Background: an optimization exercise with open tools, aiming at a short achievable clock period and few clock cycles. Do not read the settings as production practice.
RTL that was checked went through simulation tests only; none was proved equivalent to the original.
No activity file was given, so power comes from the tool's default toggle rates.

==> v26: inputs <==
==> flow/design.v <==
module mips(
    input clk,
    input reset,
    output [31:0] i_addr,
    input [31:0] i_data,
    output [31:0] d_addr,
    output [31:0] d_wdata,
    output d_we,
    input [31:0] d_rdata,
    output rf_we,
    output [4:0] rf_waddr,
    output [31:0] rf_wdata
    );
	reg [31:0] pc;
	reg [31:0] ir_d, pc4_d;
	reg [31:0] a_e, b_e, st_e, bt_e;
	reg byp_a_e, byp_b_e, byp_st_e, ld_st_e;
	reg add_e, sub_e, slt_e, or_e, beq_e, jr_e, ld_e, sw_e, we_e;
	reg [4:0] dst_e;
	reg [31:0] ao_m, st_m;
	reg ld_m, sw_m, we_m;
	reg [4:0] dst_m;
	reg rf_we_w;
	reg [4:0] rf_waddr_w;
	reg [31:0] rf_wdata_w;
	reg [31:0] rf [1:31];
	wire [31:0] pc4 = pc + 32'd4;
	assign i_addr = pc;
	wire [5:0] op = ir_d[31:26];
	wire [5:0] fn = ir_d[5:0];
	wire [4:0] rs = ir_d[25:21];
	wire [4:0] rt = ir_d[20:16];
	wire [4:0] rd = ir_d[15:11];
	wire [15:0] imm = ir_d[15:0];
	wire is_r = op == 6'h00;
	wire d_addu = is_r && fn == 6'h21;
	wire d_subu = is_r && fn == 6'h23;
	wire d_slt = is_r && fn == 6'h2a;
	wire d_jr = is_r && fn == 6'h08;
	wire d_beq = op == 6'h04;
	wire d_addiu = op == 6'h09;
	wire d_ori = op == 6'h0d;
	wire d_lui = op == 6'h0f;
	wire d_lw = op == 6'h23;
	wire d_sw = op == 6'h2b;
	wire d_j = op == 6'h02;
	wire d_jal = op == 6'h03;
	wire d_beq_st = d_beq && rs == rt;    
	wire d_beq_dy = d_beq && rs != rt;
	wire d_rrr = d_addu || d_subu || d_slt;
	wire use_a = d_rrr || d_jr || d_beq_dy || d_addiu || d_ori || d_lw || d_sw;
	wire use_b = d_rrr || d_beq_dy;
	wire [4:0] d_dst = d_rrr ? rd :
	                   (d_addiu || d_ori || d_lui || d_lw) ? rt :
	                   d_jal ? 5'd31 : 5'd0;
	wire dec_we = d_dst != 5'd0;
	wire stall = ld_e && ((use_a && rs == dst_e) || (use_b && rt == dst_e));
	wire [31:0] m_val = ld_m ? d_rdata : ao_m;
	wire [31:0] rf_a = (rs == 5'd0) ? 32'd0 : rf[rs];
	wire [31:0] rf_b = (rt == 5'd0) ? 32'd0 : rf[rt];
	wire [31:0] va = (we_m && dst_m == rs) ? m_val : rf_a;
	wire [31:0] vb = (we_m && dst_m == rt) ? m_val : rf_b;
	wire [31:0] sext = {{16{imm[15]}}, imm};
	wire [31:0] bt_d = pc4_d + {sext[29:0], 2'b00};
	wire [31:0] imm_v = d_ori ? {16'd0, imm} :
	                    d_lui ? {imm, 16'd0} :
	                    d_jal ? pc4_d + 32'd4 : sext;
	wire redir_d = d_j || d_jal || d_beq_st;
	wire [31:0] tgt_d = d_beq ? bt_d : {pc4_d[31:28], ir_d[25:0], 2'b00};
	wire [31:0] A = byp_a_e ? ao_m : a_e;
	wire [31:0] B = byp_b_e ? ao_m : b_e;
	wire [31:0] sum = A + B;
	wire [32:0] dif = {1'b0, A} - {1'b0, B};
	wire [31:0] res = ({32{add_e}} & sum) |
	                  ({32{sub_e}} & dif[31:0]) |
	                  {31'd0, slt_e & dif[32]} |
	                  ({32{or_e}} & (A | B));
	wire redir_e = (beq_e && A == B) || jr_e;
	wire [31:0] tgt_e = jr_e ? A : bt_e;
	wire [31:0] st_v = ld_st_e ? d_rdata : byp_st_e ? ao_m : st_e;
	integer i;
	always @(posedge clk) begin
		if (reset) begin
			pc <= 32'h0000_3000;
			ir_d <= 32'd0;
			pc4_d <= 32'd0;
		end else if (redir_e) begin
			pc <= tgt_e;
			ir_d <= 32'd0;
		end else if (!stall) begin
			pc <= redir_d ? tgt_d : pc4;
			ir_d <= i_data;
			pc4_d <= pc4;
		end
	end
	always @(posedge clk) begin
		if (reset || stall) begin
			byp_a_e <= 1'b0; byp_b_e <= 1'b0; byp_st_e <= 1'b0; ld_st_e <= 1'b0;
			add_e <= 1'b0; sub_e <= 1'b0; slt_e <= 1'b0; or_e <= 1'b0;
			beq_e <= 1'b0; jr_e <= 1'b0; ld_e <= 1'b0; sw_e <= 1'b0; we_e <= 1'b0;
			dst_e <= 5'd0;
		end else begin
			byp_a_e <= use_a && we_e && dst_e == rs;
			byp_b_e <= use_b && we_e && dst_e == rt;
			byp_st_e <= we_e && !ld_e && dst_e == rt;
			ld_st_e <= ld_e && dst_e == rt;
			add_e <= d_addu || d_addiu || d_lw || d_sw;
			sub_e <= d_subu;
			slt_e <= d_slt;
			or_e <= d_ori || d_lui || d_jal;
			beq_e <= d_beq_dy;
			jr_e <= d_jr;
			ld_e <= d_lw && dec_we;
			sw_e <= d_sw;
			we_e <= dec_we;
			dst_e <= d_dst;
		end
		if (reset) begin
			a_e <= 32'd0; b_e <= 32'd0; st_e <= 32'd0; bt_e <= 32'd0;
		end else begin
			a_e <= (d_lui || d_jal) ? 32'd0 : va;
			b_e <= use_b ? vb : imm_v;
			st_e <= vb;
			bt_e <= bt_d;
		end
	end
	always @(posedge clk) begin
		if (reset) begin
			ao_m <= 32'd0; st_m <= 32'd0;
			ld_m <= 1'b0; sw_m <= 1'b0; we_m <= 1'b0; dst_m <= 5'd0;
			rf_we_w <= 1'b0; rf_waddr_w <= 5'd0; rf_wdata_w <= 32'd0;
		end else begin
			ao_m <= res; st_m <= st_v;
			ld_m <= ld_e; sw_m <= sw_e; we_m <= we_e; dst_m <= dst_e;
			rf_we_w <= we_m; rf_waddr_w <= dst_m; rf_wdata_w <= m_val;
		end
	end
	always @(posedge clk) begin
		if (reset) begin
			for (i = 1; i < 32; i = i + 1) rf[i] <= 32'd0;
		end else if (we_m) begin
			rf[dst_m] <= m_val;
		end
	end
	assign d_addr = ao_m;
	assign d_wdata = st_m;
	assign d_we = sw_m;
	assign rf_we = rf_we_w;
	assign rf_waddr = rf_waddr_w;
	assign rf_wdata = rf_wdata_w;
endmodule
==> flow/run.sh <==
#!/bin/bash
# synth_recipe.tcl (not shown) runs the flow's synth.tcl, then flattens the netlist and writes it again
# the make line also repeats each setting of config.mk as NAME=value (left out here)
make -C /OpenROAD-flow-scripts/flow DESIGN_CONFIG=/design/flow/config.mk WORK_HOME=/design/flow/orfs CLKGATE_MAP_FILE= SYNTH_SCRIPT=/design/flow/synth_recipe.tcl finish
==> flow/config.mk <==
export PLATFORM = sky130hd
export DESIGN_NAME = mips
export DESIGN_NICKNAME = mips
export VERILOG_FILES = /design/flow/design.v
export SDC_FILE = /design/flow/constraint.sdc
export NUM_CORES = 4
export LEC_CHECK = 0
export CAP_MARGIN = 20
export CORE_MARGIN = 2
export CORE_UTILIZATION = 40
export PLACE_DENSITY = 0.6
export SETUP_SLACK_MARGIN = 5
export SLEW_MARGIN = 20
export TNS_END_PERCENT = 100
==> flow/constraint.sdc <==
create_clock -name core_clock -period 8.0 [get_ports {clk}]
set_input_delay 1.6000 -clock core_clock [delete_from_list [all_inputs] [get_ports {clk}]]
set_output_delay 1.6000 -clock core_clock [all_outputs]
set_load 0.01 [all_outputs]
==> v29: changes against v26 <==
==> flow/design.v, changed modules only <==
module mips(
    input clk,
    input reset,
    output [31:0] i_addr,
    input [31:0] i_data,
    output [31:0] d_addr,
    output [31:0] d_wdata,
    output d_we,
    input [31:0] d_rdata,
    output rf_we,
    output [4:0] rf_waddr,
    output [31:0] rf_wdata
    );
	reg [31:0] pc;
	reg [31:0] ir_d, pc4_d, tgt_d;
	reg redir_st_d;
	reg [31:0] a_e, b_e, st_e, bt_e;
	reg ld_st_e, byp_st_e;
	reg add_e, sub_e, slt_e, or_e, inv_e, beq_e, jr_e, ld_e, sw_e, we_e;
	reg [4:0] dst_e;
	reg [31:0] ao_m, st_m;
	reg ld_m, sw_m, we_m;
	reg [4:0] dst_m;
	reg rf_we_w;
	reg [4:0] rf_waddr_w;
	reg [31:0] rf_wdata_w;
	reg [31:0] rf [1:31];
	wire [29:0] pc4_hi;
	ks_add #(30) inc_f (.a(pc[31:2]), .b(30'd0), .cin(1'b1), .s(pc4_hi), .cout());
	wire [31:0] pc4 = {pc4_hi, pc[1:0]};
	assign i_addr = pc;
	wire [5:0] f_op = i_data[31:26];
	wire f_beq = f_op == 6'h04;
	wire f_redir = f_op == 6'h02 || f_op == 6'h03 || (f_beq && i_data[25:21] == i_data[20:16]);
	wire [29:0] f_bt;
	ks_add #(30) bt_f (.a(pc[31:2]), .b({{14{i_data[15]}}, i_data[15:0]}), .cin(1'b1), .s(f_bt), .cout());
	wire [31:0] f_tgt = f_beq ? {f_bt, pc[1:0]} : {pc4[31:28], i_data[25:0], 2'b00};
	wire [5:0] op = ir_d[31:26];
	wire [5:0] fn = ir_d[5:0];
	wire [4:0] rs = ir_d[25:21];
	wire [4:0] rt = ir_d[20:16];
	wire [4:0] rd = ir_d[15:11];
	wire [15:0] imm = ir_d[15:0];
	wire is_r = op == 6'h00;
	wire d_addu = is_r && fn == 6'h21;
	wire d_subu = is_r && fn == 6'h23;
	wire d_slt = is_r && fn == 6'h2a;
	wire d_jr = is_r && fn == 6'h08;
	wire d_beq = op == 6'h04;
	wire d_addiu = op == 6'h09;
	wire d_ori = op == 6'h0d;
	wire d_lui = op == 6'h0f;
	wire d_lw = op == 6'h23;
	wire d_sw = op == 6'h2b;
	wire d_j = op == 6'h02;
	wire d_jal = op == 6'h03;
	wire d_beq_dy = d_beq && rs != rt;    
	wire d_rrr = d_addu || d_subu || d_slt;
	wire use_a = d_rrr || d_jr || d_beq_dy || d_addiu || d_ori || d_lw || d_sw;
	wire use_b = d_rrr || d_beq_dy;
	wire [4:0] d_dst = d_rrr ? rd :
	                   (d_addiu || d_ori || d_lui || d_lw) ? rt :
	                   d_jal ? 5'd31 : 5'd0;
	wire dec_we = d_dst != 5'd0;
	wire stall = ld_e && ((use_a && rs == dst_e) || (use_b && rt == dst_e));
	wire [31:0] m_val = ld_m ? d_rdata : ao_m;
	wire [31:0] rf_a = (rs == 5'd0) ? 32'd0 : rf[rs];
	wire [31:0] rf_b = (rt == 5'd0) ? 32'd0 : rf[rt];
	wire [31:0] va = (we_m && dst_m == rs) ? m_val : rf_a;
	wire [31:0] vb = (we_m && dst_m == rt) ? m_val : rf_b;
	wire [31:0] sext = {{16{imm[15]}}, imm};
	wire [31:0] imm_v = d_ori ? {16'd0, imm} :
	                    d_lui ? {imm, 16'd0} :
	                    d_jal ? pc4_d + 32'd4 : sext;
	wire jr_late = d_jr && we_e && dst_e == rs;
	wire byp_a = use_a && we_e && dst_e == rs;
	wire byp_b = use_b && we_e && dst_e == rt;
	wire jr_d = d_jr && !jr_late;
	wire [31:0] A = a_e;
	wire [31:0] B = b_e;
	wire [31:0] sum;
	wire cout;
	ks_add #(32) alu_e (.a(A), .b(B ^ {32{inv_e}}), .cin(inv_e), .s(sum), .cout(cout));
	wire lt = !cout;
	wire [31:0] orv = A | B;
	wire [31:0] res = ({32{add_e || sub_e}} & sum) |
	                  {31'd0, slt_e & lt} |
	                  ({32{or_e}} & orv);
	wire [31:0] a_src = (d_lui || d_jal) ? 32'd0 : va;
	wire [31:0] b_src = use_b ? vb : imm_v;
	wire [31:0] a_nx = ({32{byp_a && (add_e || sub_e)}} & sum) |
	                   {31'd0, byp_a && slt_e && lt} |
	                   ({32{byp_a && or_e}} & orv) |
	                   ({32{!byp_a}} & a_src);
	wire [31:0] b_nx = ({32{byp_b && (add_e || sub_e)}} & sum) |
	                   {31'd0, byp_b && slt_e && lt} |
	                   ({32{byp_b && or_e}} & orv) |
	                   ({32{!byp_b}} & b_src);
	wire redir_e = (beq_e && A == B) || jr_e;
	wire [31:0] tgt_e = jr_e ? A : bt_e;
	wire [31:0] st_v = ld_st_e ? d_rdata : byp_st_e ? ao_m : st_e;
	integer i;
	always @(posedge clk) begin
		if (reset) begin
			pc <= 32'h0000_3000;
			ir_d <= 32'd0;
			pc4_d <= 32'd0;
			tgt_d <= 32'd0;
			redir_st_d <= 1'b0;
		end else if (redir_e) begin
			pc <= tgt_e;
			ir_d <= 32'd0;
			redir_st_d <= 1'b0;
		end else if (!stall) begin
			pc <= redir_st_d ? tgt_d : jr_d ? va : pc4;
			ir_d <= i_data;
			pc4_d <= pc4;
			tgt_d <= f_tgt;
			redir_st_d <= f_redir;
		end
	end
	always @(posedge clk) begin
		if (reset || stall) begin
			ld_st_e <= 1'b0; byp_st_e <= 1'b0;
			add_e <= 1'b0; sub_e <= 1'b0; slt_e <= 1'b0; or_e <= 1'b0; inv_e <= 1'b0;
			beq_e <= 1'b0; jr_e <= 1'b0; ld_e <= 1'b0; sw_e <= 1'b0; we_e <= 1'b0;
			dst_e <= 5'd0;
		end else begin
			ld_st_e <= ld_e && dst_e == rt;
			byp_st_e <= we_e && !ld_e && dst_e == rt;
			add_e <= d_addu || d_addiu || d_lw || d_sw;
			sub_e <= d_subu;
			slt_e <= d_slt;
			or_e <= d_ori || d_lui || d_jal;
			inv_e <= d_subu || d_slt;
			beq_e <= d_beq_dy;
			jr_e <= jr_late;
			ld_e <= d_lw && dec_we;
			sw_e <= d_sw;
			we_e <= dec_we;
			dst_e <= d_dst;
		end
		if (reset) begin
			a_e <= 32'd0; b_e <= 32'd0; st_e <= 32'd0; bt_e <= 32'd0;
		end else begin
			a_e <= a_nx;
			b_e <= b_nx;
			st_e <= vb;
			bt_e <= tgt_d;
		end
	end
	always @(posedge clk) begin
		if (reset) begin
			ao_m <= 32'd0; st_m <= 32'd0;
			ld_m <= 1'b0; sw_m <= 1'b0; we_m <= 1'b0; dst_m <= 5'd0;
			rf_we_w <= 1'b0; rf_waddr_w <= 5'd0; rf_wdata_w <= 32'd0;
		end else begin
			ao_m <= res; st_m <= st_v;
			ld_m <= ld_e; sw_m <= sw_e; we_m <= we_e; dst_m <= dst_e;
			rf_we_w <= we_m; rf_waddr_w <= dst_m; rf_wdata_w <= m_val;
		end
	end
	always @(posedge clk) begin
		if (reset) begin
			for (i = 1; i < 32; i = i + 1) rf[i] <= 32'd0;
		end else if (we_m) begin
			rf[dst_m] <= m_val;
		end
	end
	assign d_addr = ao_m;
	assign d_wdata = st_m;
	assign d_we = sw_m;
	assign rf_we = rf_we_w;
	assign rf_waddr = rf_waddr_w;
	assign rf_wdata = rf_wdata_w;
endmodule
module ks_add #(parameter W = 32) (
    input [W-1:0] a,
    input [W-1:0] b,
    input cin,
    output [W-1:0] s,
    output cout
    );
	localparam L = (W > 16) ? 5 : (W > 8) ? 4 : (W > 4) ? 3 : (W > 2) ? 2 : 1;
	wire [W-1:0] g [0:L];
	wire [W-1:0] p [0:L];
	wire [W-1:0] x = a ^ b;
	assign g[0] = (a & b) | {{(W-1){1'b0}}, x[0] & cin};
	assign p[0] = {x[W-1:1], 1'b0};
	genvar k, i;
	generate
		for (k = 0; k < L; k = k + 1) begin : lvl
			for (i = 0; i < W; i = i + 1) begin : bt
				if (i >= (1 << k)) begin : cmb
					assign g[k+1][i] = g[k][i] | (p[k][i] & g[k][i-(1<<k)]);
					assign p[k+1][i] = p[k][i] & p[k][i-(1<<k)];
				end else begin : pass
					assign g[k+1][i] = g[k][i];
					assign p[k+1][i] = p[k][i];
				end
			end
		end
	endgenerate
	assign s = x ^ {g[L][W-2:0], cin};
	assign cout = g[L][W-1];
endmodule
--- a/flow/config.mk
+++ b/flow/config.mk
@@ -9,4 +9,4 @@
 export CORE_MARGIN = 2
-export CORE_UTILIZATION = 40
-export PLACE_DENSITY = 0.6
+export CORE_UTILIZATION = 65
+export PLACE_DENSITY = 0.75
 export SETUP_SLACK_MARGIN = 5
==> summary of the runs <==
Of v26 and v29, v29 has the higher non-clock buffer count (gap 61).
In v26 the critical path depth is higher than in v29, by 5.
Sequential share of layout area: v26 is lower than v29 (1.4 points).
Between v29 and v26, the lower utilization is in v26 (gap 30 points).
Of v26 and v29, v26 has the higher total power (gap about 1.3%, measured against v29).
Testbench counts of v29, summed over its fixed seeds: cycles 46,510.
Only the layout flow was run in v26; the RTL was not checked for function there.

==> re-timing with driven ports <==
The results above use ideal ports. As a check the final layouts listed here were re-extracted and re-timed, cells and wires unchanged.
Step 1 (the two cells are an assumption about what drives the block):
set clk [get_ports {clk}]
set_driving_cell -lib_cell sky130_fd_sc_hd__clkbuf_16 $clk
set_driving_cell -lib_cell sky130_fd_sc_hd__buf_2 [delete_from_list [all_inputs] $clk]
Step 2 also shifts input and output timing later by t, the mid clock arrival at the registers, as if the neighbouring blocks saw the same clock.
Slacks: ideal / step 1 / step 2; pairs: ideal / step 1.
run | t, ns | setup WS [ns] | worst setup path after step 2 | worst register clock-pin slew, ns | worst data-port slew with drivers (ns)
v26 | 0.896 | 4.324 / 4.324 / 4.007 | input to register | 0.07 / 0.07 | 0.10
v29 | 0.885 | 4.623 / 4.623 / 3.846 | input to register | 0.07 / 0.07 | 0.09
After both steps setup and hold are still met in every run listed. The setup slack of v29, which loses most, moves by 0.000 ns with the drivers and by -0.777 ns with both steps.
